This is an optimization exercise on Yosys and OpenROAD, whose aim is small area, not a production implementation.
Function was checked by simulation only, so behaviour that the tests miss may differ from the original.
Power is estimated from default activity; no workload was simulated.

[flow/run.sh]
#!/bin/bash
# synth_recipe.tcl (not shown) runs the flow's synth.tcl, then flattens the netlist and writes it again
# the make line also repeats each setting of config.mk as NAME=value (left out here)
make -C /OpenROAD-flow-scripts/flow DESIGN_CONFIG=/design/flow/config.mk WORK_HOME=/design/flow/orfs CLKGATE_MAP_FILE= SYNTH_SCRIPT=/design/flow/synth_recipe.tcl finish
[flow/config.mk]
export PLATFORM = sky130hd
export DESIGN_NAME = top_module
export DESIGN_NICKNAME = top_module
export VERILOG_FILES = /design/flow/design.v
export SDC_FILE = /design/flow/constraint.sdc
export NUM_CORES = 4
export LEC_CHECK = 0
export CAP_MARGIN = 20
export CORE_MARGIN = 2
export CORE_UTILIZATION = 40
export SLEW_MARGIN = 20
[flow/constraint.sdc]
create_clock -name core_clock -period 10.0 [get_ports {i_clk}]
set_input_delay 2.0000 -clock core_clock [delete_from_list [all_inputs] [get_ports {i_clk}]]
set_output_delay 2.0000 -clock core_clock [all_outputs]
set_load 0.01 [all_outputs]
[flow/design.v]
module bcd_to_7seg(
    input wire [3:0] i_digit,
    output reg [6:0] o_seg
);
    always @(*) begin
        case(i_digit)
            4'd0: o_seg = 7'b1000000;
            4'd1: o_seg = 7'b1111001;
            4'd2: o_seg = 7'b0100100;
            4'd3: o_seg = 7'b0110000;
            4'd4: o_seg = 7'b0011001;
            4'd5: o_seg = 7'b0010010;
            4'd6: o_seg = 7'b0000010;
            4'd7: o_seg = 7'b1111000;
            4'd8: o_seg = 7'b0000000;
            4'd9: o_seg = 7'b0010000;
            default: o_seg = 7'b1111111;
        endcase
    end
endmodule
module ssd_multiplex(
    input wire i_clk,
    input wire i_rst,
    input wire [3:0] i_d0, i_d1, i_d2, i_d3,
    output wire [5:0] o_n,
    output wire o_first,
    output wire [6:0] o_seg,
    output reg [3:0] o_an
);
    reg [1:0] r_sel;
    reg [5:0] r_refresh_counter;
    reg r_first;
    reg [3:0] r_current_digit;
    assign o_n = r_refresh_counter;
    assign o_first = r_first;
    bcd_to_7seg bcd_converter (
        .i_digit(r_current_digit),
        .o_seg(o_seg)
    );
    always @(posedge i_clk or posedge i_rst) begin
        if (i_rst) begin
            r_refresh_counter <= 6'd0;
            r_sel <= 2'd0;
            r_first <= 1'b1;
        end else begin
            r_refresh_counter <= r_refresh_counter + 1'b1;
            r_first <= 1'b0;
            if (r_refresh_counter == 6'd0 && !r_first)
                r_sel <= r_sel + 1'b1;
        end
    end
    always @(*) begin
        case (r_sel)
            2'd0: begin o_an = 4'b1110; r_current_digit = i_d0; end
            2'd1: begin o_an = 4'b1101; r_current_digit = i_d1; end
            2'd2: begin o_an = 4'b1011; r_current_digit = i_d2; end
            default: begin o_an = 4'b0111; r_current_digit = i_d3; end
        endcase
    end
endmodule
module clock_divider(
    input wire i_clk,
    input wire i_rst,
    input wire [1:0] i_n,
    output wire o_tick
);
    reg [4:0] r_q;
    wire w_top = r_q[4] & r_q[3];  
    assign o_tick = w_top && (i_n == 2'd1);
    always @(posedge i_clk or posedge i_rst) begin
        if (i_rst) begin
            r_q <= 5'd12;
        end else if (i_n == 2'd3) begin
            r_q <= w_top ? 5'd0 : r_q + 1'b1;
        end
    end
endmodule
module debounce(
    input wire i_clk,
    input wire i_rst,
    input wire i_btn_in,
    output reg o_btn_out
);
    reg [4:0] r_cnt;
    reg r_sync_0, r_sync_1;
    always @(posedge i_clk or posedge i_rst) begin
        if (i_rst) begin
            r_sync_0 <= 1'b0;
            r_sync_1 <= 1'b0;
            r_cnt <= 5'd0;
            o_btn_out <= 1'b0;
        end else begin
            r_sync_0 <= i_btn_in;
            r_sync_1 <= r_sync_0;
            if (r_sync_1 == o_btn_out) begin
                r_cnt <= 5'd0;
            end else begin
                r_cnt <= r_cnt + 1'b1;
                if (r_cnt == 5'h1F)
                    o_btn_out <= r_sync_1;
            end
        end
    end
endmodule
module clock_logic(
    input wire i_clk,
    input wire i_tick,
    input wire i_rst,
    input wire i_inc_hours,
    input wire i_inc_minutes,
    output reg [1:0] o_ht,
    output reg [3:0] o_hu,
    output reg [2:0] o_mt,
    output reg [3:0] o_mu,
    output reg o_hchg
);
    wire w_mu9  = (o_mu == 4'd9);
    wire w_m59  = w_mu9 && (o_mt == 3'd5);
    wire w_minc = i_tick && i_inc_minutes;
    wire w_hinc = i_tick && (i_inc_hours || (i_inc_minutes && w_m59));
    always @(posedge i_clk or posedge i_rst) begin
        if (i_rst) begin
            o_ht <= 2'd0;
            o_hu <= 4'd0;
            o_mt <= 3'd0;
            o_mu <= 4'd0;
            o_hchg <= 1'b0;
        end else begin
            o_hchg <= w_hinc;
            if (w_minc) begin
                if (w_mu9) begin
                    o_mu <= 4'd0;
                    o_mt <= (o_mt == 3'd5) ? 3'd0 : o_mt + 1'b1;
                end else begin
                    o_mu <= o_mu + 1'b1;
                end
            end
            if (w_hinc) begin
                if (o_ht == 2'd2 && o_hu == 4'd3) begin
                    o_ht <= 2'd0;
                    o_hu <= 4'd0;
                end else if (o_hu == 4'd9) begin
                    o_ht <= o_ht + 1'b1;
                    o_hu <= 4'd0;
                end else begin
                    o_hu <= o_hu + 1'b1;
                end
            end
        end
    end
endmodule
module led_controller(
    input wire i_clk,
    input wire i_rst,
    input wire [1:0] i_ht,
    input wire [3:0] i_hu,
    input wire i_hchg,
    input wire i_first,
    input wire [3:0] i_cnt,
    output reg o_pwm_on,
    output reg o_anim_on
);
    reg [4:0] r_hour;    
    reg [3:0] r_pwm;
    reg r_anim;
    always @(*) begin
        r_hour = {i_ht, 3'b000} + {2'b00, i_ht, 1'b0} + {1'b0, i_hu};
        if (i_hchg)
            r_hour = (r_hour == 5'd0) ? 5'd23 : r_hour - 1'b1;
        r_anim = 1'b0;
        if (i_first)
            r_pwm = 4'd0;
        else if (r_hour == 5'd3) begin
            r_pwm = 4'd0;
            r_anim = 1'b1;
        end else if (r_hour < 5'd3)
            r_pwm = 4'd15;
        else if (r_hour < 5'd6)
            r_pwm = 4'd5;
        else if (r_hour < 5'd18)
            r_pwm = 4'd2;
        else if (r_hour < 5'd21)
            r_pwm = 4'd5;
        else
            r_pwm = 4'd10;
    end
    always @(posedge i_clk or posedge i_rst) begin
        if (i_rst) begin
            o_pwm_on <= 1'b0;
            o_anim_on <= 1'b0;
        end else begin
            o_pwm_on <= (i_cnt < r_pwm);
            o_anim_on <= r_anim && !i_first && !i_cnt[3];
        end
    end
endmodule
module led_animator(
    input wire i_clk,
    input wire i_rst,
    input wire [3:0] i_n,
    output reg [15:0] o_led_pattern
);
    localparam STEP_DELAY = 6'd40;
    reg [5:0] r_delay_cnt;
    wire [3:0] w_t = i_n + ~r_delay_cnt[3:0];
    wire [3:0] r_pos = {w_t[3] ^ w_t[0], w_t[2:0]};
    always @(posedge i_clk or posedge i_rst) begin
        if (i_rst) begin
            r_delay_cnt <= STEP_DELAY;
        end else begin
            if (r_delay_cnt[5] & r_delay_cnt[3])  
                r_delay_cnt <= 6'd0;
            else
                r_delay_cnt <= r_delay_cnt + 1'b1;
        end
    end
    integer i;
    always @(*) begin
        for (i = 0; i < 16; i = i + 1) begin
            if ((i >= r_pos - 3 && i <= r_pos + 3))
                o_led_pattern[i] = 1'b1;
            else
                o_led_pattern[i] = 1'b0;
        end
    end
endmodule
module pwm_led(
    input wire i_pwm_on,
    input wire i_anim_on,
    input wire [15:0] i_pattern,
    output wire [15:0] o_leds
);
    assign o_leds = {16{i_pwm_on}} | ({16{i_anim_on}} & i_pattern);
endmodule
module top_module(
    input wire i_clk,
    input wire i_rst,
    input wire i_btn_hours,
    input wire i_btn_minutes,
    output wire [6:0] o_seg,
    output wire [3:0] o_an,
    output wire [15:0] o_leds
);
    wire [5:0] w_n;        
    wire       w_first;    
    wire       w_tick;
    wire       w_btn_h_clean, w_btn_m_clean;
    wire [1:0] w_ht;
    wire [3:0] w_hu;
    wire [2:0] w_mt;
    wire [3:0] w_mu;
    wire       w_hchg;
    wire       w_pwm_on, w_anim_on;
    wire [15:0] w_pattern;
    ssd_multiplex display_inst (
        .i_clk(i_clk), .i_rst(i_rst),
        .i_d0(w_mu), .i_d1({1'b0, w_mt}), .i_d2(w_hu), .i_d3({2'b00, w_ht}),
        .o_n(w_n), .o_first(w_first),
        .o_seg(o_seg), .o_an(o_an)
    );
    clock_divider clkdiv_inst (
        .i_clk(i_clk), .i_rst(i_rst), .i_n(w_n[1:0]), .o_tick(w_tick)
    );
    debounce db_hour (
        .i_clk(i_clk), .i_rst(i_rst), .i_btn_in(i_btn_hours), .o_btn_out(w_btn_h_clean)
    );
    debounce db_min (
        .i_clk(i_clk), .i_rst(i_rst), .i_btn_in(i_btn_minutes), .o_btn_out(w_btn_m_clean)
    );
    clock_logic clock_inst (
        .i_clk(i_clk), .i_tick(w_tick), .i_rst(i_rst),
        .i_inc_hours(w_btn_h_clean), .i_inc_minutes(w_btn_m_clean),
        .o_ht(w_ht), .o_hu(w_hu), .o_mt(w_mt), .o_mu(w_mu), .o_hchg(w_hchg)
    );
    led_controller led_ctrl (
        .i_clk(i_clk), .i_rst(i_rst),
        .i_ht(w_ht), .i_hu(w_hu), .i_hchg(w_hchg), .i_first(w_first),
        .i_cnt(w_n[3:0]),
        .o_pwm_on(w_pwm_on), .o_anim_on(w_anim_on)
    );
    led_animator animator (
        .i_clk(i_clk), .i_rst(i_rst), .i_n(w_n[3:0]), .o_led_pattern(w_pattern)
    );
    pwm_led pwm_inst (
        .i_pwm_on(w_pwm_on), .i_anim_on(w_anim_on), .i_pattern(w_pattern),
        .o_leds(o_leds)
    );
endmodule
==> results of run 1 <==
critical path: cells and delay by family (launching register included):
family	cells	cell delay [ns]
compound gates	3	0.52
fa+ha+maj	3	1.45
buf+inv	3	0.59
flops	1	0.42
mux	1	0.09
simple gates	1	0.25
worst paths after layout:
kind | endpoint | cells after the start | slack (ns)
min reg2reg | db_hour.r_sync_1$_DFF_PP0_ | 0 | 0.36
max | o_leds[13] | 11 | 4.38
max in group asynchronous | display_inst.r_refresh_counter[5]$_DFF_PP0_ | 2 | 7.31
max reg2reg | led_ctrl.o_pwm_on$_DFF_PP0_ | 12 | 6.62
min | db_hour.r_sync_1$_DFF_PP0_ | 0 | 0.36
min in group asynchronous | db_hour.r_sync_1$_DFF_PP0_ | 2 | 2.17
synthesized netlist by cell type (all sizes together) (5+ instances only):
master and count:
nand3 22, o21ai 38, ha 36, and3 8, xor2 11, clkbuf 11, mux2 8, buf 7
inv 30, nor3 8, dfrtp 47, a21o 6, a21oi 23, o31ai 6, dfstp 5, nand2 42
nor2 34, nor2b 9, xnor2 22
layer usage:
layer / share of wire [%] / up-vias / GRT usage (%)
li1: - / 1599 / -
met1: 50 / 1473 / 21.82
met3: 3.1 / 8 / 1.898
met2: 46 / 49 / 22.58
met4: 1.3 / 0 / 4.757
met5: 0 / - / 0
registers in the layout, indices dropped and copies added (netlist names):
register and cells:
animator.r_delay_cnt 6, display_inst.r_refresh_counter 6, clkdiv_inst.r_q 5, db_hour.r_cnt 5, db_min.r_cnt 5, clock_inst.o_hu 4, clock_inst.o_mu 4, clock_inst.o_mt 3
clock_inst.o_ht 2, display_inst.r_sel 2, clock_inst.o_hchg 1, db_hour.o_btn_out 1, db_hour.r_sync_0 1, db_hour.r_sync_1 1, db_min.o_btn_out 1, db_min.r_sync_0 1
db_min.r_sync_1 1, display_inst.r_first 1, led_ctrl.o_anim_on 1, led_ctrl.o_pwm_on 1
layout make-up:
cell class | instances | area [um2]
fill | 968 | 5205
timing repair buffer | 32 | 315.3
multi-input combinational | 342 | 2405
inverter | 30 | 113.9
sequential | 52 | 1308
clock buffer | 7 | 96.34
clock inverter | 1 | 30.03
tap | 133 | 166.4
kinds of logic (layout without fill, tap and decap cells):
family | after synthesis | count (layout) | synth area share (%)
compound gates | 110 | 110 | 18.91
xor+xnor | 34 | 34 | 8.221
fa+ha+maj | 38 | 38 | 12.54
buf+inv | 48 | 70 | 5.086
flops | 52 | 52 | 33.43
mux | 12 | 12 | 3.327
other cells | 1 | 1 | 0.09588
simple gates | 147 | 147 | 18.39
through the flow:
| step | setup slack, ns | power [uW] | cell area (um2) | hold slack (ns) |
|---|---|---|---|---|
| after floorplan | 5.429 | 230.6 | 3911 | 0.3312 |
| after global placement | 4.805 | 238.6 | 4307 | 0.3320 |
| after detailed placement | 4.729 | 238.9 | 4307 | 0.3347 |
| after CTS | 4.387 | 392.9 | 4433 | 0.3545 |
| after global routing | 4.122 | 404.2 | 4434 | 0.3648 |
| final | 4.379 | 386.9 | 4434 | 0.3555 |
report_power, final:
part           switching (uW)  internal (uW)  total [uW]  leakage, uW
combinational            9.96           8.34        18.3      0.00119
clock                    64.4           88.3         153    0.0000645
sequential               2.24            214         216     0.000674
total                    76.6            310         387      0.00192
==> reports/qor.txt, run 1 <==
outcome: finished clean
CTS tree: built
Skew-Pair Late Insertion Delay: 0.30 ns
Worst VDD drop: 0.07116 mV
Leak: 0.001924 uW
n_diodes: 0
P&R area growth vs syn: 13.37%
post-CTS sizing: 0
share of cells above drive strength 1: 7.328%
first-pass GRT wire length: 12,770 um
commonest non-fill, non-tap cells in the layout: 47 x dfrtp_1, 42 x nand2_1, 37 x o21ai_0
Hold Fails Final Rpt: 0
initial antenna violation count: 0
CTS Hold Buffers Added: 0
Max Transition Viols Final: 0
RSZ-0062 raised after global routing: false
Power per Cell Area: 87.25 nW/um2
Routability Congestion: 0.8276
sequential area share after synthesis: 33.43%
H-tree lvl count: 2
fin cells: 597
EDFF count, synth: 0
reg2reg start: clock_inst.o_ht[0]$_DFFE_PP0P_
Port Buffer Count: 30
worst min path class: register to register
die area: 10,590 um2
Worst setup SP type: register
clk buf depth: 2
FMAX: 177.9 MHz
Distinct cells, synth: 63
Setup crit start: animator.r_delay_cnt[0]$_DFF_PP0_
die height: 102.9 um
vias in the first global route: 2,765
CTS clock-pin slew for the worst setup and hold paths: 0.09 ns
Clock Skews: 0.007336 ns
Routed WL per cell: 12.85 um
Routed WL: 7671 um
CTS root buf: clkbuf_8
Layout Nets: 505
setup TNS: 0 ns
Synth top area share: 30.07%
CP max stage cell: fa_1
CP peak stage delay: 0.66 ns
largest cells by area after synthesis: dfrtp_1 30%, ha_1 12%, o21ai_0 4.7%, xnor2_1 4.7%, nand2_1 4.0%
Num CTS Buffers: 5
syn avg cell area: 8.849 um2
grt total ovfl: 0
Seq cells post-synth: 52
synthesized net count: 484
Rows: 36
DR iter-0 viols: 108
cells along the critical path: inv_1 > ha_1 > inv_1 > fa_1 > ha_1 > nand2b_1 > mux2i_1 > o21ai_0 > o221ai_1 > a41o_1 > clkdlybuf4s50_1
total iterations of the first detailed-routing run: 4
I/O pin count: 31
Final Core Density: 46.00%
Core Area: 9639 um2
via count: 3,129
Global Route Usage Sum: 14.80%
endpoint class of the critical path: output port
Primary FF master, synth: dfrtp_1
overall die width: 102.9 um
post-synthesis cell count: 442
hold path startpoint: db_hour.r_sync_0$_DFF_PP0_
Ys Warns: 7
Tcrit/Tclk final: 56.21%
dpl hpwl: 5725 um
Starting Density: 40.58%
CTS sink count: 52
fin crit period: 5.621 ns
crit path max fanout: 21
final setup vio count: 0
Worst slew margin: 41.71%
Post-CTS Setup Bufs: 0
drc violations: 0
vias per inst: 5.241
Tightest Pin Transition: 0.8743 ns
post-route ant nets: 0
worst path arrival time: 3.62 ns
Inst Count DP: 589
synthesized area: 3911 um2
Async SR Flop Fraction: 100.0%
most common cell after layout, fill and taps aside: dfrtp_1
Worst EP required: 8.00 ns
biggest area consumer among synthesized cells: dfrtp_1
WS Path Type: register to output port
largest net degree at the start of global routing: 53
max_cap viols: 0
==> inputs of run 2 (changes only) <==
--- a/flow/design.v
+++ b/flow/design.v
@@ -85,2 +85,6 @@
     reg r_sync_0, r_sync_1;
+    wire w_differ = r_sync_1 ^ o_btn_out;
+    wire w_low0   = (r_cnt[3:0] == 4'd0);
+    wire w_fb     = r_cnt[4] ^ r_cnt[1] ^ w_low0;
+    wire w_last   = r_cnt[4] & w_low0;    
     always @(posedge i_clk or posedge i_rst) begin
@@ -94,9 +98,5 @@
             r_sync_1 <= r_sync_0;
-            if (r_sync_1 == o_btn_out) begin
-                r_cnt <= 5'd0;
-            end else begin
-                r_cnt <= r_cnt + 1'b1;
-                if (r_cnt == 5'h1F)
-                    o_btn_out <= r_sync_1;
-            end
+            r_cnt <= w_differ ? {r_cnt[3:0], w_fb} : 5'd0;
+            if (w_differ && w_last)
+                o_btn_out <= r_sync_1;
         end
@@ -162,26 +162,29 @@
 );
-    reg [4:0] r_hour;    
-    reg [3:0] r_pwm;
-    reg r_anim;
-    always @(*) begin
-        r_hour = {i_ht, 3'b000} + {2'b00, i_ht, 1'b0} + {1'b0, i_hu};
-        if (i_hchg)
-            r_hour = (r_hour == 5'd0) ? 5'd23 : r_hour - 1'b1;
-        r_anim = 1'b0;
-        if (i_first)
-            r_pwm = 4'd0;
-        else if (r_hour == 5'd3) begin
-            r_pwm = 4'd0;
-            r_anim = 1'b1;
-        end else if (r_hour < 5'd3)
-            r_pwm = 4'd15;
-        else if (r_hour < 5'd6)
-            r_pwm = 4'd5;
-        else if (r_hour < 5'd18)
-            r_pwm = 4'd2;
-        else if (r_hour < 5'd21)
-            r_pwm = 4'd5;
-        else
-            r_pwm = 4'd10;
-    end
+    wire t0 = (i_ht == 2'd0);
+    wire t1 = (i_ht == 2'd1);
+    wire t2 = i_ht[1];
+    wire h_0_2   = t0 && (i_hu <= 4'd2);
+    wire h_3     = t0 && (i_hu == 4'd3);
+    wire h_4     = t0 && (i_hu == 4'd4);
+    wire h_5     = t0 && (i_hu == 4'd5);
+    wire h_6     = t0 && (i_hu == 4'd6);
+    wire h_6_17  = (t0 && (i_hu >= 4'd6)) || (t1 && (i_hu <= 4'd7));
+    wire h_18    = t1 && (i_hu == 4'd8);
+    wire h_18_20 = (t1 && (i_hu >= 4'd8)) || (t2 && (i_hu == 4'd0));
+    wire h_21    = t2 && (i_hu == 4'd1);
+    wire h_0     = t0 && (i_hu == 4'd0);
+    wire h_1_3   = t0 && (i_hu >= 4'd1) && (i_hu <= 4'd3);
+    wire h_7_18  = (t0 && (i_hu >= 4'd7)) || (t1 && (i_hu <= 4'd8));
+    wire h_19_21 = (t1 && (i_hu == 4'd9)) || (t2 && (i_hu <= 4'd1));
+    wire h_21_23 = t2 && (i_hu >= 4'd1);
+    wire h_22_23 = t2 && (i_hu >= 4'd2);
+    wire b15  = i_hchg ? h_1_3 : h_0_2;
+    wire anim = i_hchg ? h_4 : h_3;
+    wire b5   = i_hchg ? (h_5 || h_6 || h_19_21) : (h_4 || h_5 || h_18_20);
+    wire b2   = i_hchg ? h_7_18 : h_6_17;
+    wire b10  = i_hchg ? (h_22_23 || h_0) : h_21_23;
+    wire lt15 = (i_cnt != 4'd15);
+    wire lt10 = (i_cnt < 4'd10);
+    wire lt5  = (i_cnt < 4'd5);
+    wire lt2  = (i_cnt < 4'd2);
     always @(posedge i_clk or posedge i_rst) begin
@@ -191,4 +194,4 @@
         end else begin
-            o_pwm_on <= (i_cnt < r_pwm);
-            o_anim_on <= r_anim && !i_first && !i_cnt[3];
+            o_pwm_on <= !i_first && ((b15 && lt15) || (b10 && lt10) || (b5 && lt5) || (b2 && lt2));
+            o_anim_on <= !i_first && anim && !i_cnt[3];
         end
@@ -200,3 +203,3 @@
     input wire [3:0] i_n,
-    output reg [15:0] o_led_pattern
+    output wire [15:0] o_led_pattern
 );
@@ -205,3 +208,3 @@
     wire [3:0] w_t = i_n + ~r_delay_cnt[3:0];
-    wire [3:0] r_pos = {w_t[3] ^ w_t[0], w_t[2:0]};
+    wire [3:0] w_pos = {w_t[3] ^ w_t[0], w_t[2:0]};
     always @(posedge i_clk or posedge i_rst) begin
@@ -216,11 +219,14 @@
     end
-    integer i;
-    always @(*) begin
-        for (i = 0; i < 16; i = i + 1) begin
-            if ((i >= r_pos - 3 && i <= r_pos + 3))
-                o_led_pattern[i] = 1'b1;
-            else
-                o_led_pattern[i] = 1'b0;
-        end
-    end
+    genvar i;
+    generate
+        for (i = 0; i < 16; i = i + 1) begin : g_pat
+            localparam [3:0] LO = (i < 6) ? 4'd3 : i - 3;
+            if (i + 3 >= 15) begin : g_top
+                assign o_led_pattern[i] = (w_pos >= LO);
+            end else begin : g_mid
+                localparam [3:0] HI = i + 3;
+                assign o_led_pattern[i] = (w_pos >= LO) && (w_pos <= HI);
+            end
+        end
+    endgenerate
 endmodule
==> flow/flow/run.sh (new file) <==
#!/bin/bash
# Layout flow: the standard ORFS flow with three changes.
#  - Synthesis: the standard script (synth_recipe.tcl), but without the
#    half/full-adder extraction and with an area-oriented ABC script
#    (flow/abc_area.script). Registers and their names are unchanged.
#  - Port buffers: buf_1 instead of the default buffer cell.
#  - CTS: small clock buffers and no dummy clock loads.
# Each tool's output goes to the ORFS logs under orfs/logs, and make's own
# output to flow_make.log in the work folder.
set -euo pipefail
WORK=$PWD
ORFS_RESULTS=$WORK/orfs/results/${FLOW_PLATFORM}/top_module/base

# synthesis script: the standard flow's, with the ABC script swapped
{
  head -n 1 "$WORK/synth_recipe.tcl"
  cat <<EOF
rename abc my_abc_orig
proc abc {args} {
  set i [lsearch -exact \$args -script]
  if { \$i >= 0 } { lset args [expr {\$i + 1}] $WORK/flow/abc_area.script }
  my_abc_orig {*}\$args
}
EOF
  tail -n +2 "$WORK/synth_recipe.tcl"
} > "$WORK/flow_synth.tcl"

export BUFFER_PORTS_ARGS="-buffer_cell sky130_fd_sc_hd__buf_1"
export CTS_ARGS="-sink_clustering_enable -repair_clock_nets -dont_use_dummy_load -buf_list {sky130_fd_sc_hd__clkbuf_2 sky130_fd_sc_hd__clkbuf_4 sky130_fd_sc_hd__clkbuf_8}"

make -C "$FLOW_HOME" DESIGN_CONFIG="$WORK/config.mk" WORK_HOME="$WORK/orfs" \
  CLKGATE_MAP_FILE= ADDER_MAP_FILE= SYNTH_SCRIPT="$WORK/flow_synth.tcl" \
  finish > "$WORK/flow_make.log" 2>&1

: # left out here: write the final layout as DEF
==> flow/flow/abc_area.script (new file) <==
strash
dc2
dch -f
amap
topo
dnsize
==> flow/standard.sh (new file) <==
#!/bin/bash
# synth_recipe.tcl (not shown) runs the flow's synth.tcl, then flattens the netlist and writes it again
# the make line also repeats each setting of config.mk as NAME=value (left out here)
make -C /OpenROAD-flow-scripts/flow DESIGN_CONFIG=/design/flow/config.mk WORK_HOME=/design/flow/orfs CLKGATE_MAP_FILE= SYNTH_SCRIPT=/design/flow/synth_recipe.tcl "${@:-finish}"
--- a/flow/config.mk
+++ b/flow/config.mk
@@ -7,2 +7,3 @@
 export LEC_CHECK = 0
+export ABC_AREA = 1
 export CAP_MARGIN = 20
removed: flow/run.sh
==> run 2 against run 1 <==
  * The flow now stops in 1_2_yosys
==> reports/qor.txt, run 2 <==
Error: ERROR: TCL interpreter returned an error: can't rename "abc": command doesn't exist
Halt Stage: 1_2_yosys
Ys Warns: 7 (unchanged)
outcome: stopped before the end
==> inputs of run 3 (changes only) <==
--- a/flow/flow/run.sh
+++ b/flow/flow/run.sh
@@ -17,3 +17,2 @@
   cat <<EOF
-rename abc my_abc_orig
 proc abc {args} {
@@ -21,3 +20,3 @@
   if { \$i >= 0 } { lset args [expr {\$i + 1}] $WORK/flow/abc_area.script }
-  my_abc_orig {*}\$args
+  yosys abc {*}\$args
 }
==> run 3 against run 2 <==
  * The run now finishes clean
==> reports/qor.txt, run 3 <==
outcome: finished clean
first-pass GRT wire length: 9266 um
Hold Fails Final Rpt: 0
commonest non-fill, non-tap cells in the layout: 73 x nor2_1, 47 x dfrtp_1, 44 x clkinv_1
Routed WL per cell: 11.94 um
vias in the first global route: 2,139
endpoint class of the critical path: output port
top cells by count, synth: 73 x nor2_1, 47 x dfrtp_1, 45 x clkinv_1
overall die width: 85.19 um
I/O pin count: 31
CTS tree: built
FF/Latch Area: 1308 um2
Tcrit/Tclk final: 51.94%
drc violations: 0
Core Area: 6350 um2
RSZ-0062 raised after global routing: false
Synth top area share: 44.61%
post-route ant nets: 0
Worst EP required: 8.00 ns
Post-CTS Setup Bufs: 0
leading registers by flop count: animator.r_delay_cnt x6, display_inst.r_refresh_counter x6
Fillers: 637
share of cells above drive strength 1: 3.014%
die area: 7256 um2
Routed WL: 5278 um
crit path max fanout: 7
clk buf depth: 2
Layout Nets: 371
H-tree lvl count: 2
CTS sink count: 52
via count: 2,323
Clock Skews: 0.01476 ns
fin crit period: 5.194 ns
Rows: 29
Routability Congestion: 0.9397
Primary FF master, synth: dfrtp_1
Max Transition Viols Final: 0
biggest area consumer among synthesized cells: dfrtp_1
die height: 85.19 um
CTS Hold Buffers Added: 0
WS Path Type: register to output port
Skew-Pair Late Insertion Delay: 0.30 ns
Tightest Pin Transition: 0.8831 ns
max_cap viols: 0
Worst slew margin: 41.06%
top-count cell post-synth: nor2_1
Num CTS Buffers: 5
post-synthesis cell count: 330
largest net degree at the start of global routing: 53
worst min path class: register to register
most common cell after layout, fill and taps aside: nor2_1
Inst Count DP: 437
Ys Warns: 7 (unchanged)
Async SR Flop Fraction: 100.0%
Global Route Usage Sum: 15.60%
Distinct cells, synth: 33
CTS root buf: clkbuf_8
dpl hpwl: 3999 um
n_diodes: 0
CTS clock-pin slew for the worst setup and hold paths: 0.08 ns
syn avg cell area: 7.989 um2
vias per inst: 5.256
largest cells by area after synthesis: dfrtp_1 45%, nor2_1 10%, clkinv_1 6.4%, a21oi_1 5.1%, dfstp_2 5.0%
final setup vio count: 0
total iterations of the first detailed-routing run: 4
Power per Cell Area: 134.2 nW/um2
Leak: 0.001221 uW
sequential area share after synthesis: 49.60%
multi-input logic area: 1160 um2
synthesized net count: 334
grt total ovfl: 0
worst path arrival time: 3.19 ns
Port Buffer Count: 30
Starting Density: 41.52%
DR iter-0 viols: 118
Worst setup SP type: register
Seq cells post-synth: 52
fin cells: 442
synthesized area: 2636 um2
Worst VDD drop: 0.09797 mV
P&R area growth vs syn: 10.58%
post-CTS sizing: 0
EDFF count, synth: 0
initial antenna violation count: 0
FMAX: 192.5 MHz
setup TNS: 0 ns
run 3: kinds of logic (layout without fill, tap and decap cells):
| group | count (synthesis) | in the layout | share of synthesized area, % |
|---|---|---|---|
| AO/OA/AOI/OAI | 83 | 83 | 19.13 |
| buffers and inverters | 45 | 80 | 6.407 |
| flip-flops | 52 | 52 | 49.60 |
| other | 1 | 1 | 0.1422 |
| AND/OR/NAND/NOR | 149 | 149 | 24.73 |
run 3: per-stage QoR:
| step | hold WS [ns] | area, um2 | worst slack (ns) | power [uW] | utilization [%] |
|---|---|---|---|---|---|
| detailed placement | 0.3358 | 2845 | 5.179 | 289.5 | 44.81 |
| floorplan | 0.3312 | 2636 | 5.507 | 277.7 | - |
| finish | 0.3509 | 2915 | 4.806 | 391.2 | 45.91 |
| CTS | 0.3538 | 2914 | 4.840 | 397.0 | 45.89 |
| global route | 0.3584 | 2915 | 4.471 | 416.8 | 45.91 |
| global placement | 0.3320 | 2845 | 5.376 | 289.5 | 44.81 |
run 3: final timing paths:
path | start | to | slack [ns] | cells past startpoint
worst min-delay path | db_hour.r_sync_0$_DFF_PP0_ | db_hour.r_sync_1$_DFF_PP0_ | 0.35 | 0
worst min register to register | db_hour.r_sync_0$_DFF_PP0_ | db_hour.r_sync_1$_DFF_PP0_ | 0.35 | 0
max in group asynchronous | i_rst | display_inst.r_sel[1]$_DFFE_PP0P_ | 7.64 | 2
worst max-delay path | display_inst.r_refresh_counter[1]$_DFF_PP0_ | o_leds[1] | 4.81 | 14
worst max register to register | clkdiv_inst.r_q[3]$_DFFE_PP1P_ | clock_inst.o_hu[3]$_DFFE_PP0P_ | 7.11 | 14
min in group asynchronous | i_rst | db_hour.r_cnt[0]$_DFF_PP0_ | 1.83 | 2
run 3: area by class of cell:
class,instances,area share (%)
Sequential cell,52,44.85
Multi-Input combinational cell,233,39.79
Inverter,45,5.837
Timing Repair Buffer,30,3.863
Tap cell,77,3.305
Clock buffer,5,2.361
run 3: critical path: stages, from the launching register on:
cell	delay (ns)
dfrtp_1	0.42
clkinv_1	0.19
a21oi_1	0.25
nand2_1	0.09
o21ai_0	0.10
nand2_1	0.09
o21ai_0	0.11
nor2_1	0.08
a21oi_1	0.20
nor2_1	0.08
a21oi_1	0.40
clkinv_1	0.25
o31ai_1	0.32
o21bai_1	0.16
buf_1	0.16
run 3: layer usage:
layer  part of all wire, %  up-vias  global-route usage [%]
met1                    51     1051                   21.99
met2                    43       53                   24.64
met4                  0.83        0                   4.473
met5                     0        -                       0
met3                   4.3        4                   3.016
li1                      -     1215                       -
run 3: report_power, final:
| part | total [uW] | leakage, uW | switching [uW] | internal [uW] |
|---|---|---|---|---|
| Clock | 106 | 0.0000359 | 61.0 | 45.3 |
| Sequential | 237 | 0.000672 | 9.73 | 227 |
| Combinational | 48.1 | 0.000513 | 29.9 | 18.2 |
| Total | 391 | 0.00122 | 101 | 290 |
==> inputs of run 4 (changes only) <==
--- a/flow/design.v
+++ b/flow/design.v
@@ -23,5 +23,5 @@
     input wire i_rst,
+    input wire i_first,
     input wire [3:0] i_d0, i_d1, i_d2, i_d3,
     output wire [5:0] o_n,
-    output wire o_first,
     output wire [6:0] o_seg,
@@ -31,6 +31,4 @@
     reg [5:0] r_refresh_counter;
-    reg r_first;
     reg [3:0] r_current_digit;
     assign o_n = r_refresh_counter;
-    assign o_first = r_first;
     bcd_to_7seg bcd_converter (
@@ -43,7 +41,5 @@
             r_sel <= 2'd0;
-            r_first <= 1'b1;
         end else begin
             r_refresh_counter <= r_refresh_counter + 1'b1;
-            r_first <= 1'b0;
-            if (r_refresh_counter == 6'd0 && !r_first)
+            if (r_refresh_counter == 6'd0 && !i_first)
                 r_sel <= r_sel + 1'b1;
@@ -70,7 +66,6 @@
     always @(posedge i_clk or posedge i_rst) begin
-        if (i_rst) begin
-            r_q <= 5'd12;
-        end else if (i_n == 2'd3) begin
+        if (i_rst)
+            r_q <= 5'd0;
+        else
             r_q <= w_top ? 5'd0 : r_q + 1'b1;
-        end
     end
@@ -113,4 +108,3 @@
     output reg [2:0] o_mt,
-    output reg [3:0] o_mu,
-    output reg o_hchg
+    output reg [3:0] o_mu
 );
@@ -126,5 +120,3 @@
             o_mu <= 4'd0;
-            o_hchg <= 1'b0;
-        end else begin
-            o_hchg <= w_hinc;
+        end else begin
             if (w_minc) begin
@@ -156,5 +148,4 @@
     input wire [3:0] i_hu,
-    input wire i_hchg,
-    input wire i_first,
     input wire [3:0] i_cnt,
+    output wire o_first,
     output reg o_pwm_on,
@@ -162,25 +153,23 @@
 );
-    wire t0 = (i_ht == 2'd0);
-    wire t1 = (i_ht == 2'd1);
-    wire t2 = i_ht[1];
-    wire h_0_2   = t0 && (i_hu <= 4'd2);
-    wire h_3     = t0 && (i_hu == 4'd3);
-    wire h_4     = t0 && (i_hu == 4'd4);
-    wire h_5     = t0 && (i_hu == 4'd5);
-    wire h_6     = t0 && (i_hu == 4'd6);
-    wire h_6_17  = (t0 && (i_hu >= 4'd6)) || (t1 && (i_hu <= 4'd7));
-    wire h_18    = t1 && (i_hu == 4'd8);
-    wire h_18_20 = (t1 && (i_hu >= 4'd8)) || (t2 && (i_hu == 4'd0));
-    wire h_21    = t2 && (i_hu == 4'd1);
-    wire h_0     = t0 && (i_hu == 4'd0);
-    wire h_1_3   = t0 && (i_hu >= 4'd1) && (i_hu <= 4'd3);
-    wire h_7_18  = (t0 && (i_hu >= 4'd7)) || (t1 && (i_hu <= 4'd8));
-    wire h_19_21 = (t1 && (i_hu == 4'd9)) || (t2 && (i_hu <= 4'd1));
-    wire h_21_23 = t2 && (i_hu >= 4'd1);
-    wire h_22_23 = t2 && (i_hu >= 4'd2);
-    wire b15  = i_hchg ? h_1_3 : h_0_2;
-    wire anim = i_hchg ? h_4 : h_3;
-    wire b5   = i_hchg ? (h_5 || h_6 || h_19_21) : (h_4 || h_5 || h_18_20);
-    wire b2   = i_hchg ? h_7_18 : h_6_17;
-    wire b10  = i_hchg ? (h_22_23 || h_0) : h_21_23;
+    reg [2:0] r_cls;
+    reg [2:0] w_cls;
+    assign o_first = (r_cls == 3'b000);  
+    always @(*) begin
+        case (i_ht)
+            2'd0: begin
+                if (i_hu <= 4'd2)      w_cls = 3'b101;  
+                else if (i_hu == 4'd3) w_cls = 3'b100;  
+                else if (i_hu <= 4'd5) w_cls = 3'b011;  
+                else                   w_cls = 3'b001;  
+            end
+            2'd1: begin
+                if (i_hu <= 4'd7)      w_cls = 3'b001;  
+                else                   w_cls = 3'b011;  
+            end
+            default: begin
+                if (i_hu == 4'd0)      w_cls = 3'b011;  
+                else                   w_cls = 3'b111;  
+            end
+        endcase
+    end
     wire lt15 = (i_cnt != 4'd15);
@@ -189,4 +178,15 @@
     wire lt2  = (i_cnt < 4'd2);
-    always @(posedge i_clk or posedge i_rst) begin
-        if (i_rst) begin
+    reg w_on;
+    always @(*) begin
+        case (r_cls)
+            3'b001: w_on = lt2;
+            3'b011: w_on = lt5;
+            3'b111: w_on = lt10;
+            3'b101: w_on = lt15;
+            default: w_on = 1'b0;
+        endcase
+    end
+    always @(posedge i_clk or posedge i_rst) begin
+        if (i_rst) begin
+            r_cls <= 3'b000;
             o_pwm_on <= 1'b0;
@@ -194,4 +194,5 @@
         end else begin
-            o_pwm_on <= !i_first && ((b15 && lt15) || (b10 && lt10) || (b5 && lt5) || (b2 && lt2));
-            o_anim_on <= !i_first && anim && !i_cnt[3];
+            r_cls <= w_cls;
+            o_pwm_on <= w_on;
+            o_anim_on <= (r_cls == 3'b100) && !i_cnt[3];
         end
@@ -257,3 +258,2 @@
     wire [3:0] w_mu;
-    wire       w_hchg;
     wire       w_pwm_on, w_anim_on;
@@ -263,3 +263,3 @@
         .i_d0(w_mu), .i_d1({1'b0, w_mt}), .i_d2(w_hu), .i_d3({2'b00, w_ht}),
-        .o_n(w_n), .o_first(w_first),
+        .i_first(w_first), .o_n(w_n),
         .o_seg(o_seg), .o_an(o_an)
@@ -278,3 +278,3 @@
         .i_inc_hours(w_btn_h_clean), .i_inc_minutes(w_btn_m_clean),
-        .o_ht(w_ht), .o_hu(w_hu), .o_mt(w_mt), .o_mu(w_mu), .o_hchg(w_hchg)
+        .o_ht(w_ht), .o_hu(w_hu), .o_mt(w_mt), .o_mu(w_mu)
     );
@@ -282,5 +282,5 @@
         .i_clk(i_clk), .i_rst(i_rst),
-        .i_ht(w_ht), .i_hu(w_hu), .i_hchg(w_hchg), .i_first(w_first),
+        .i_ht(w_ht), .i_hu(w_hu),
         .i_cnt(w_n[3:0]),
-        .o_pwm_on(w_pwm_on), .o_anim_on(w_anim_on)
+        .o_first(w_first), .o_pwm_on(w_pwm_on), .o_anim_on(w_anim_on)
     );
==> flow/flow/abc_area.script (replaced) <==
strash
&get -n
&deepsyn -J 20 -T 60
&put
dch -f
amap
topo
dnsize
==> run 4 against run 3 <==
  * Still clean
  * Fmax increased by 12%
  * Non-clock buffer count unchanged
  * Cell count decreased by 11%
  * Combinational power decreased by 19%
  * Setup slack improved by 0.54 ns
  * Power decreased by 2.5%
  * Sequential share of layout area increased by 4.1 points
  * Critical endpoint is now o_seg[1]
  * Largest power group unchanged
==> reports/qor.txt, run 4 <==
Routability Congestion: 0.8460 (-10%)
drc violations: 0 (unchanged)
Hold Fails Final Rpt: 0 (unchanged)
fin crit period: 4.651 ns (-0.5429 ns)
vias in the first global route: 1,740 (-19%)
hold path startpoint: db_min.r_sync_0$_DFF_PP0_
Distinct cells, synth: 30 (-9.1%)
leading registers by flop count: animator.r_delay_cnt x6, display_inst.r_refresh_counter x6
largest cells by area after synthesis: dfrtp_1 52%, nor2_1 10%, clkinv_1 5.4%, nand2_1 3.5%, a21oi_1 3.5%
most frequent cell on the critical path: nand2_1
synthesized area: 2440 um2 (-7.5%)
die area: 6740 um2 (-7.1%)
largest net degree at the start of global routing: 54 (+1.9%)
Skew-Pair Late Insertion Delay: 0.30 ns (about the same)
Rows: 28 (-3.4%)
Synth top area share: 52.31% (+7.7 points)
Top delay family on crit path: compound AO/OA/AOI/OAI gates
synthesized net count: 286 (-14%)
Post-CTS Setup Bufs: 0 (unchanged)
post-route ant nets: 0 (unchanged)
hold_ws: 0.3581 ns (+0.007172 ns)
Leak: 0.001133 uW (-7.2%)
CTS root buf: clkbuf_8
Clock Skews: 0.01600 ns (+0.001243 ns)
Num CTS Buffers: 5 (unchanged)
syn avg cell area: 8.652 um2 (+8.3%)
Async SR Flop Fraction: 100.0% (unchanged)
top cells by count, synth: 67 x nor2_1, 51 x dfrtp_1, 35 x clkinv_1
design area: 2716 um2 (-6.8%)
biggest area consumer among synthesized cells: dfrtp_1
EDFF count, synth: 0 (unchanged)
max_cap viols: 0 (unchanged)
grt total ovfl: 0 (unchanged)
Core Area: 5921 um2 (-6.8%)
Routed WL: 4492 um (-15%)
via count: 1,941 (-16%)
post-CTS sizing: 0 (unchanged)
Primary FF master, synth: dfrtp_1
Setup crit start: display_inst.r_sel[1]$_DFFE_PP0P_
placed inst area: 2646 um2 (-7.0%)
CTS Hold Buffers Added: 0 (unchanged)
n_diodes: 0 (unchanged)
CTS sink count: 53 (+1.9%)
Ys Warns: 7 (unchanged)
Worst setup SP type: register
CP peak stage delay: 0.42 ns (about the same)
Worst slew margin: 37.53% (-3.5 points)
sequential area share after synthesis: 54.46% (+4.9 points)
Layout Nets: 323 (-13%)
top-count cell post-synth: nor2_1
H-tree lvl count: 2 (unchanged)
most common cell after layout, fill and taps aside: nor2_1
worst path bufs/invs: 3 (unchanged)
total iterations of the first detailed-routing run: 4 (unchanged)
CTS tree: built
share of cells above drive strength 1: 2.524% (-0.49 points)
worst path arrival time: 2.65 ns (-0.54 ns)
fin cells: 392 (-11%)
Worst VDD drop: 0.09423 mV (-3.8%)
Max Transition Viols Final: 0 (unchanged)
endpoint class of the critical path: output port
CP max stage cell: dfrtp_1
outcome: finished clean
Power per Cell Area: 140.5 nW/um2 (+4.7%)
CTS clock-pin slew for the worst setup and hold paths: 0.09 ns (about the same)
Starting Density: 41.21% (-0.31 points)
Tcrit/Tclk final: 46.51% (-5.4 points)
clk buf depth: 2 (unchanged)
die height: 82.10 um (-3.6%)
crit path max fanout: 5 (-2)
Global Route Usage Sum: 14.28% (-1.3 points)
overall die width: 82.10 um (-3.6%)
Tightest Pin Transition: 0.9252 ns (+0.04217 ns)
Seq cells post-synth: 53 (+1.9%)
Routed WL per cell: 11.46 um (-4.0%)
commonest non-fill, non-tap cells in the layout: 67 x nor2_1, 51 x dfrtp_1, 34 x clkinv_1
DR iter-0 viols: 116 (-1.7%)
cells along the critical path: clkinv_1 > nand2_1 > o22ai_1 > a311oi_1 > nand2_1 > nand2_1 > o221ai_1 > a21oi_1 > clkinv_1 > o21ai_0 > buf_1
initial antenna violation count: 0 (unchanged)
FMAX: 215.0 MHz (+12%)
Port Buffer Count: 30 (unchanged)
Inst Count DP: 387 (-11%)
reg2reg start: clkdiv_inst.r_q[3]$_DFF_PP0_
vias per inst: 4.952 (-5.8%)
dpl hpwl: 3350 um (-16%)
worst min path class: register to register
I/O pin count: 31 (unchanged)
Worst EP required: 8.00 ns (about the same)
RSZ-0062 raised after global routing: false
first-pass GRT wire length: 7452 um (-20%)
WS Path Type: register to output port
post-synthesis cell count: 282 (-15%)
P&R area growth vs syn: 11.33%
setup TNS: 0 ns (unchanged)
final setup vio count: 0 (unchanged)
[run 4: per-stage QoR]
stage	utilization, %	power (uW)	setup slack [ns]
floorplan	-	269.1	5.834
global placement	44.70	277.5	5.746
detailed placement	44.70	278.0	5.694
CTS	45.86	385.4	5.382
global route	45.88	401.3	4.963
finish	45.88	381.5	5.349
[run 4: cell type report]
| cell class | instances | area (um2) |
|---|---|---|
| fill | 590 | 3204 |
| sequential | 53 | 1329 |
| multi-input combinational | 194 | 979.7 |
| inverter | 35 | 132.6 |
| timing repair buffer | 30 | 112.6 |
| tap | 75 | 93.84 |
| clock buffer | 5 | 68.82 |
[run 4: power by group]
group          switching (uW)  total (uW)  internal [uW]  leakage, uW
combinational            24.5        38.8           14.3     0.000418
sequential               6.25         234            228     0.000679
clock                    63.1         108           45.4    0.0000359
[run 4: path summary, 6_finish.rpt]
path / to / slack, ns / cells past startpoint
hold reg to reg: db_min.r_sync_1$_DFF_PP0_ / 0.36 / 0
setup / recovery: o_seg[1] / 5.35 / 11
min in group asynchronous: clkdiv_inst.r_q[0]$_DFF_PP0_ / 1.82 / 2
max in group asynchronous: led_ctrl.o_anim_on$_DFF_PP0_ / 7.65 / 2
hold / removal: db_min.r_sync_1$_DFF_PP0_ / 0.36 / 0
setup reg to reg: clock_inst.o_ht[1]$_DFFE_PP0P_ / 6.95 / 16
[run 4: cells by family after synthesis]
group                  synth area share (%)
flip-flops                            54.46
buffers and inverters                 5.385
AND/OR/NAND/NOR                       23.38
AO/OA/AOI/OAI                         16.77
[run 4: worst register-to-register path, cell delays in order (launching register included)]
cell	delay [ns]
dfrtp_1	0.36
and2_0	0.29
nand3_1	0.18
nor2_1	0.16
and2_0	0.24
nand2_1	0.12
nor3_1	0.25
nand2_1	0.11
clkinv_1	0.09
nand2_1	0.07
o22ai_1	0.23
nand3_1	0.15
nor3_1	0.30
nand2_1	0.12
nand2_1	0.07
o21ai_0	0.08
a31oi_1	0.13
[run 4: metal layers]
metal | track usage, % | vias to the layer above | part of all wire [%]
met5 | 0 | - | 0
li1 | - | 1020 | -
met2 | 23.25 | 26 | 45
met1 | 18.87 | 890 | 51
met3 | 3.152 | 5 | 2.8
met4 | 5.000 | 0 | 0.85
==> inputs of run 5 (changes only) <==
--- a/flow/design.v
+++ b/flow/design.v
@@ -2,19 +2,12 @@
     input wire [3:0] i_digit,
-    output reg [6:0] o_seg
-);
-    always @(*) begin
-        case(i_digit)
-            4'd0: o_seg = 7'b1000000;
-            4'd1: o_seg = 7'b1111001;
-            4'd2: o_seg = 7'b0100100;
-            4'd3: o_seg = 7'b0110000;
-            4'd4: o_seg = 7'b0011001;
-            4'd5: o_seg = 7'b0010010;
-            4'd6: o_seg = 7'b0000010;
-            4'd7: o_seg = 7'b1111000;
-            4'd8: o_seg = 7'b0000000;
-            4'd9: o_seg = 7'b0010000;
-            default: o_seg = 7'b1111111;
-        endcase
-    end
+    output wire [6:0] o_seg
+);
+    wire [3:0] d = i_digit;
+    assign o_seg[0] = !((d[3]) | (d[0] & d[2]) | (!d[0] & !d[2]) | (d[1]));
+    assign o_seg[1] = !((!d[0] & !d[1]) | (!d[2]) | (d[0] & d[1]));
+    assign o_seg[2] = (!d[0] & d[1] & !d[2]);
+    assign o_seg[3] = (d[0] & !d[1] & !d[2] & !d[3]) | (d[0] & d[1] & d[2]) | (!d[0] & !d[1] & d[2]);
+    assign o_seg[4] = (d[0]) | (!d[1] & d[2]);
+    assign o_seg[5] = (d[0] & !d[2] & !d[3]) | (d[1] & !d[2]) | (d[0] & d[1]);
+    assign o_seg[6] = (!d[1] & !d[2] & !d[3]) | (d[0] & d[1] & d[2]);
 endmodule
@@ -63,9 +56,10 @@
     reg [4:0] r_q;
-    wire w_top = r_q[4] & r_q[3];  
-    assign o_tick = w_top && (i_n == 2'd1);
+    wire w_g  = !((r_q[0] & r_q[3]) | r_q[2] | r_q[4]);
+    wire w_fb = !((r_q[2] & r_q[4]) | w_g);
+    assign o_tick = (r_q[3:0] == 4'b0000) && (i_n == 2'd1);
     always @(posedge i_clk or posedge i_rst) begin
         if (i_rst)
-            r_q <= 5'd0;
+            r_q <= 5'b00001;
         else
-            r_q <= w_top ? 5'd0 : r_q + 1'b1;
+            r_q <= {r_q[3:0], w_fb};
     end
@@ -110,4 +104,7 @@
 );
-    wire w_mu9  = (o_mu == 4'd9);
-    wire w_m59  = w_mu9 && (o_mt == 3'd5);
+    wire w_mu9  = o_mu[3] & o_mu[0];                  
+    wire w_mt5  = o_mt[2] & o_mt[0];                  
+    wire w_m59  = w_mu9 && w_mt5;
+    wire w_hu9  = o_hu[3] & o_hu[0];                  
+    wire w_h23  = o_ht[1] & o_hu[1] & o_hu[0];        
     wire w_minc = i_tick && i_inc_minutes;
@@ -124,3 +121,3 @@
                     o_mu <= 4'd0;
-                    o_mt <= (o_mt == 3'd5) ? 3'd0 : o_mt + 1'b1;
+                    o_mt <= w_mt5 ? 3'd0 : o_mt + 1'b1;
                 end else begin
@@ -130,7 +127,7 @@
             if (w_hinc) begin
-                if (o_ht == 2'd2 && o_hu == 4'd3) begin
+                if (w_h23) begin
                     o_ht <= 2'd0;
                     o_hu <= 4'd0;
-                end else if (o_hu == 4'd9) begin
-                    o_ht <= o_ht + 1'b1;
+                end else if (w_hu9) begin
+                    o_ht <= {o_ht[0], !o_ht[0]};  
                     o_hu <= 4'd0;
@@ -150,3 +147,3 @@
     output wire o_first,
-    output reg o_pwm_on,
+    output reg o_pwm_off,
     output reg o_anim_on
@@ -154,36 +151,13 @@
     reg [2:0] r_cls;
-    reg [2:0] w_cls;
-    assign o_first = (r_cls == 3'b000);  
-    always @(*) begin
-        case (i_ht)
-            2'd0: begin
-                if (i_hu <= 4'd2)      w_cls = 3'b101;  
-                else if (i_hu == 4'd3) w_cls = 3'b100;  
-                else if (i_hu <= 4'd5) w_cls = 3'b011;  
-                else                   w_cls = 3'b001;  
-            end
-            2'd1: begin
-                if (i_hu <= 4'd7)      w_cls = 3'b001;  
-                else                   w_cls = 3'b011;  
-            end
-            default: begin
-                if (i_hu == 4'd0)      w_cls = 3'b011;  
-                else                   w_cls = 3'b111;  
-            end
-        endcase
-    end
-    wire lt15 = (i_cnt != 4'd15);
-    wire lt10 = (i_cnt < 4'd10);
-    wire lt5  = (i_cnt < 4'd5);
-    wire lt2  = (i_cnt < 4'd2);
-    reg w_on;
-    always @(*) begin
-        case (r_cls)
-            3'b001: w_on = lt2;
-            3'b011: w_on = lt5;
-            3'b111: w_on = lt10;
-            3'b101: w_on = lt15;
-            default: w_on = 1'b0;
-        endcase
-    end
+    wire [2:0] w_cls;
+    wire w_on, w_anim;
+    assign w_cls[0] = !((i_hu[0] & i_hu[1] & !i_hu[2] & !i_ht[0] & !i_ht[1]));
+    assign w_cls[1] = (!i_hu[1] & i_hu[2] & !i_ht[0]) | (i_hu[3] & i_ht[0]) | (i_ht[1]);
+    assign w_cls[2] = !((i_hu[2]) | (i_hu[3]) | (i_ht[0]) | (!i_hu[0] & !i_hu[1] & i_ht[1]));
+    assign w_on = !((!r_cls[0]) | (i_cnt[1] & !r_cls[1] & !r_cls[2]) | (i_cnt[2] & !r_cls[1] & !r_cls[2])
+                  | (i_cnt[3] & !r_cls[2]) | (i_cnt[0] & i_cnt[2] & !r_cls[2]) | (i_cnt[1] & i_cnt[2] & !r_cls[2])
+                  | (i_cnt[0] & i_cnt[1] & i_cnt[2] & i_cnt[3]) | (i_cnt[1] & i_cnt[3] & r_cls[1])
+                  | (i_cnt[2] & i_cnt[3] & r_cls[1]));
+    assign w_anim = (!r_cls[0] & r_cls[2]);
+    assign o_first = (!r_cls[0] & !r_cls[2]);  
     always @(posedge i_clk or posedge i_rst) begin
@@ -191,3 +165,3 @@
             r_cls <= 3'b000;
-            o_pwm_on <= 1'b0;
+            o_pwm_off <= 1'b1;
             o_anim_on <= 1'b0;
@@ -195,4 +169,4 @@
             r_cls <= w_cls;
-            o_pwm_on <= w_on;
-            o_anim_on <= (r_cls == 3'b100) && !i_cnt[3];
+            o_pwm_off <= !w_on;
+            o_anim_on <= w_anim && !i_cnt[3];
         end
@@ -204,3 +178,3 @@
     input wire [3:0] i_n,
-    output wire [15:0] o_led_pattern
+    output wire [3:0] o_pos
 );
@@ -209,3 +183,3 @@
     wire [3:0] w_t = i_n + ~r_delay_cnt[3:0];
-    wire [3:0] w_pos = {w_t[3] ^ w_t[0], w_t[2:0]};
+    assign o_pos = {w_t[3] ^ w_t[0], w_t[2:0]};
     always @(posedge i_clk or posedge i_rst) begin
@@ -220,11 +194,22 @@
     end
-    genvar i;
+endmodule
+module pwm_led(
+    input wire i_pwm_off,
+    input wire i_anim_on,
+    input wire [3:0] i_pos,
+    output wire [15:0] o_leds
+);
+    wire [16:0] w_ge;    
+    wire [16:0] w_nga;   
+    genvar k;
     generate
-        for (i = 0; i < 16; i = i + 1) begin : g_pat
-            localparam [3:0] LO = (i < 6) ? 4'd3 : i - 3;
-            if (i + 3 >= 15) begin : g_top
-                assign o_led_pattern[i] = (w_pos >= LO);
+        for (k = 0; k < 17; k = k + 1) begin : g_thr
+            assign w_ge[k]  = (i_pos >= k);
+            assign w_nga[k] = !(i_anim_on && w_ge[k]);
+        end
+        for (k = 0; k < 16; k = k + 1) begin : g_led
+            if (k >= 12) begin : g_top
+                assign o_leds[k] = !(i_pwm_off && w_nga[k - 3]);
             end else begin : g_mid
-                localparam [3:0] HI = i + 3;
-                assign o_led_pattern[i] = (w_pos >= LO) && (w_pos <= HI);
+                assign o_leds[k] = !((w_nga[(k < 6) ? 3 : k - 3] || w_ge[k + 4]) && i_pwm_off);
             end
@@ -232,10 +217,2 @@
     endgenerate
-endmodule
-module pwm_led(
-    input wire i_pwm_on,
-    input wire i_anim_on,
-    input wire [15:0] i_pattern,
-    output wire [15:0] o_leds
-);
-    assign o_leds = {16{i_pwm_on}} | ({16{i_anim_on}} & i_pattern);
 endmodule
@@ -258,4 +235,4 @@
     wire [3:0] w_mu;
-    wire       w_pwm_on, w_anim_on;
-    wire [15:0] w_pattern;
+    wire       w_pwm_off, w_anim_on;
+    wire [3:0] w_pos;
     ssd_multiplex display_inst (
@@ -284,9 +261,9 @@
         .i_cnt(w_n[3:0]),
-        .o_first(w_first), .o_pwm_on(w_pwm_on), .o_anim_on(w_anim_on)
+        .o_first(w_first), .o_pwm_off(w_pwm_off), .o_anim_on(w_anim_on)
     );
     led_animator animator (
-        .i_clk(i_clk), .i_rst(i_rst), .i_n(w_n[3:0]), .o_led_pattern(w_pattern)
+        .i_clk(i_clk), .i_rst(i_rst), .i_n(w_n[3:0]), .o_pos(w_pos)
     );
     pwm_led pwm_inst (
-        .i_pwm_on(w_pwm_on), .i_anim_on(w_anim_on), .i_pattern(w_pattern),
+        .i_pwm_off(w_pwm_off), .i_anim_on(w_anim_on), .i_pos(w_pos),
         .o_leds(o_leds)
==> run 5 against run 4 <==
  * Global-route usage up 0.48 points
  * Largest cell class unchanged
  * Power up 48%
  * Clock skew down 0.0096 ns
  * Highest routed layer unchanged
  * Cell count down 0.77%
  * First-iteration DRC count down 34%
  * Non-clock buffer count unchanged
  * Combinational power rose to 4.9 times the previous value
  * Utilization down 0.20 points
  * Count of clock-buffer cells in the layout unchanged
  * Fmax down 9.4%
==> reports/qor.txt, run 5 <==
outcome: finished clean
overall die width: 81.40 um (-0.86%)
WS Path Type: register to output port
CTS tree: built
CP max stage cell: dfrtp_1
crit path max fanout: 7 (+2)
Seq pwr share: 47.9% (-14 points)
Routed WL per cell: 11.24 um (-1.9%)
Worst setup SP type: register
cells along the critical path: clkinv_1 > nor2_1 > clkinv_1 > o21ai_0 > clkinv_1 > a21oi_1 > nor2_1 > a21oi_1 > nand2_1 > o21ai_0 > clkinv_1 > o22ai_1 > clkinv_1 > o32ai_1 > buf_1
Port Buffer Count: 30 (unchanged)
largest net degree at the start of global routing: 54 (unchanged)
Distinct cells, synth: 26 (-13%)
grt total ovfl: 0 (unchanged)
Rows: 28 (unchanged)
synthesized area: 2396 um2 (-1.8%)
max_cap viols: 0 (unchanged)
CTS Hold Buffers Added: 0 (unchanged)
via count: 1,939 (-0.10%)
Routability Congestion: 0.7484 (-12%)
mux contribution to synthesized area: 0% (unchanged)
Tcrit/Tclk final: 51.31% (+4.8 points)
most common cell after layout, fill and taps aside: nor2_1
Worst EP required: 8.00 ns (about the same)
n_diodes: 0 (unchanged)
fin crit period: 5.131 ns (+0.4806 ns)
FMAX: 194.9 MHz (-9.4%)
Core Area: 5851 um2 (-1.2%)
final setup vio count: 0 (unchanged)
vias per inst: 4.985 (+0.67%)
synthesized net count: 283 (-1.0%)
Post-CTS Setup Bufs: 0 (unchanged)
Hold Crit Depth: 0 (unchanged)
RSZ-0062 raised after global routing: false
Int Pwr: 359.9 uW (+25%)
die height: 81.40 um (-0.86%)
Fillers: 565 (-4.2%)
Worst VDD drop: 0.1194 mV (+27%)
CP peak stage delay: 0.41 ns (about the same)
worst path bufs/invs: 6 (+3)
drc violations: 0 (unchanged)
top cells by count, synth: 74 x nor2_1, 49 x dfrtp_1, 38 x clkinv_1
Seq cells post-synth: 53 (unchanged)
DR iter-0 viols: 76 (-34%)
Num CTS Buffers: 5 (unchanged)
Synth Area in Adders: 0% (unchanged)
largest cells by area after synthesis: dfrtp_1 51%, nor2_1 12%, clkinv_1 6.0%, a21oi_1 4.6%, dfstp_2 4.4%
leading registers by flop count: animator.r_delay_cnt x6, display_inst.r_refresh_counter x6
post-synthesis cell count: 279 (-1.1%)
hold_ws: 0.3502 ns (-0.007868 ns)
EDFF count, synth: 0 (unchanged)
top-count cell post-synth: nor2_1
main combinational cell family by area after synthesis: simple AND/OR/NAND/NOR gates
Worst slew margin: 42.52% (+5.0 points)
Worst path depth: 15 (+4)
commonest non-fill, non-tap cells in the layout: 74 x nor2_1, 49 x dfrtp_1, 37 x clkinv_1
vias in the first global route: 1,787 (+2.7%)
total iterations of the first detailed-routing run: 4 (unchanged)
syn avg cell area: 8.588 um2 (-0.74%)
first-pass GRT wire length: 7590 um (+1.9%)
Synth top area share: 51.17% (-1.1 points)
Starting Density: 40.95% (-0.25 points)
Power per Cell Area: 211.8 nW/um2 (+51%)
Synth Area in XOR/XNOR: 0% (unchanged)
Async SR Flop Fraction: 100.0% (unchanged)
Top delay family on crit path: compound AO/OA/AOI/OAI gates
dpl hpwl: 3247 um (-3.1%)
Clock Skews: 0.006410 ns (-0.009588 ns)
Net Sw Power: 206.3 uW (+120%)
most frequent cell on the critical path: clkinv_1
CTS sink count: 53 (unchanged)
Clk pwr share: 18.5% (-9.9 points)
post-route ant nets: 0 (unchanged)
Skew-Pair Late Insertion Delay: 0.29 ns (about the same)
H-tree lvl count: 2 (unchanged)
Synth Area in Compound Gates: 16.81% (+0.045 points)
setup TNS: 0 ns (unchanged)
clk buf depth: 2 (unchanged)
Routed WL: 4372 um (-2.7%)
worst min path class: register to register
post-CTS sizing: 0 (unchanged)
I/O pin count: 31 (unchanged)
Leak: 0.001136 uW (+0.26%)
Global Route Usage Sum: 14.77% (+0.48 points)
biggest area consumer among synthesized cells: dfrtp_1
CTS root buf: clkbuf_8
Worst R2R Path Depth: 12 (-4)
Post-Synth Simple-Gate Area: 21.67% (-1.7 points)
Ys Warns: 6 (-1)
Switching Fraction: 36.43% (+12 points)
Max Transition Viols Final: 0 (unchanged)
Primary FF master, synth: dfrtp_1
sequential area share after synthesis: 55.56% (+1.1 points)
Comb pwr share: 33.6% (+23 points)
endpoint class of the critical path: output port
Hold Fails Final Rpt: 0 (unchanged)
die area: 6625 um2 (-1.7%)
Layout Nets: 320 (-0.93%)
Tightest Pin Transition: 0.8612 ns (-0.06403 ns)
P&R area growth vs syn: 11.54%
CTS clock-pin slew for the worst setup and hold paths: 0.08 ns (about the same)
share of cells above drive strength 1: 3.185% (+0.66 points)
worst path arrival time: 3.13 ns (+0.48 ns)
initial antenna violation count: 0 (unchanged)
run 5: cell types whose count changed in the layout (fill, tap and decap cells not counted), sizes merged, moves of 4 or more:
cell and change:
nor2 +7, and2 -4, nand3 -4, a21oi +5
run 5: per-stage QoR:
| step | std cells | setup WS (ns) | total power, uW | util, % | area (um2) |
|---|---|---|---|---|---|
| 2_1_floorplan | 279 | 5.274 | 408.4 | - | 2396 |
| 4_1_cts | 389 | 4.912 | 573.7 | 45.66 | 2671 |
| 5_1_grt | 389 | 4.475 | 614.2 | 45.68 | 2673 |
| 3_3_place_gp | 384 | 5.373 | 464.1 | 44.48 | 2603 |
| 3_5_place_dp | 384 | 5.261 | 465.9 | 44.48 | 2603 |
| 6_report | 389 | 4.869 | 566.2 | 45.68 | 2673 |
run 5: final cells by class:
cell class | count | area [um2] | share of cell area [%]
clock buffers | 5 | 68.82 | 2.575
repair buffers | 30 | 112.6 | 4.213
inverters | 38 | 143.9 | 5.384
flip-flops and latches | 53 | 1331 | 49.81
well taps | 75 | 93.84 | 3.511
multi-input cells | 188 | 922.1 | 34.50
run 5: cell families (layout without fill, tap and decap cells):
logic type             count (synthesis)  after routing
AOI/OAI and AO/OA                     66             66
and+or+nand+nor                      122            122
DFF                                   53             53
buffers and inverters                 38             73
run 5: path summary, 6_finish.rpt:
check | from | to | slack, ns
max | display_inst.r_refresh_counter[0]$_DFF_PP0_ | o_leds[10] | 4.87
min | db_min.r_sync_0$_DFF_PP0_ | db_min.r_sync_1$_DFF_PP0_ | 0.35
max reg2reg | clkdiv_inst.r_q[3]$_DFF_PP0_ | clock_inst.o_hu[3]$_DFFE_PP0P_ | 7.65
min reg2reg | db_min.r_sync_0$_DFF_PP0_ | db_min.r_sync_1$_DFF_PP0_ | 0.35
max in group asynchronous | i_rst | db_hour.r_cnt[1]$_DFF_PP0_ | 7.66
min in group asynchronous | i_rst | db_hour.r_cnt[0]$_DFF_PP0_ | 1.83
run 5: per-layer routing:
metal  routed length [um]  up-vias  GRT usage (%)
met1                 2183      885          18.57
met4                    8        0          3.559
met5                    0        -              0
met2                 2010       37          25.74
met3                  169        2          3.333
li1                     -     1015              -
run 5: power by group through the flow:
stage	registers (uW)	logic (uW)	clock network (uW)
after floorplan	268	140	0
after global placement	274	190	0
after detailed placement	275	191	0
after CTS	271	192	111
after global routing	276	220	118
final	271	190	104

## re-timing with driven ports
How much do the figures lean on ideal ports? The routed layouts below were timed once more, with nothing changed but the port constraints. Step 1 sets driving cells, clkbuf_16 on the clock port and buf_2 on the other inputs (assumed; they add their load-dependent delay and slew). Step 2 moves the port delays by t, midway between the first and last clock arrival at a register: inputs arrive t later, outputs are due t later. That takes back most of the time a late clock gives input paths. Three values: ideal ports, drivers, drivers and shift; two values: the first two.
run	t (ns)	setup WS [ns]	clock arrival spread, ns	slew at the worst register clock pin (ns)
run 1	0.320	4.379 / 4.351 / 4.671	0.007 / 0.007	0.09 / 0.09
run 3	0.325	4.806 / 4.778 / 5.102	0.015 / 0.015	0.09 / 0.09
run 4	0.317	5.349 / 5.323 / 5.640	0.017 / 0.016	0.09 / 0.09
run 5	0.313	4.869 / 4.844 / 5.157	0.006 / 0.006	0.08 / 0.08
After both steps every run listed still meets setup and hold.
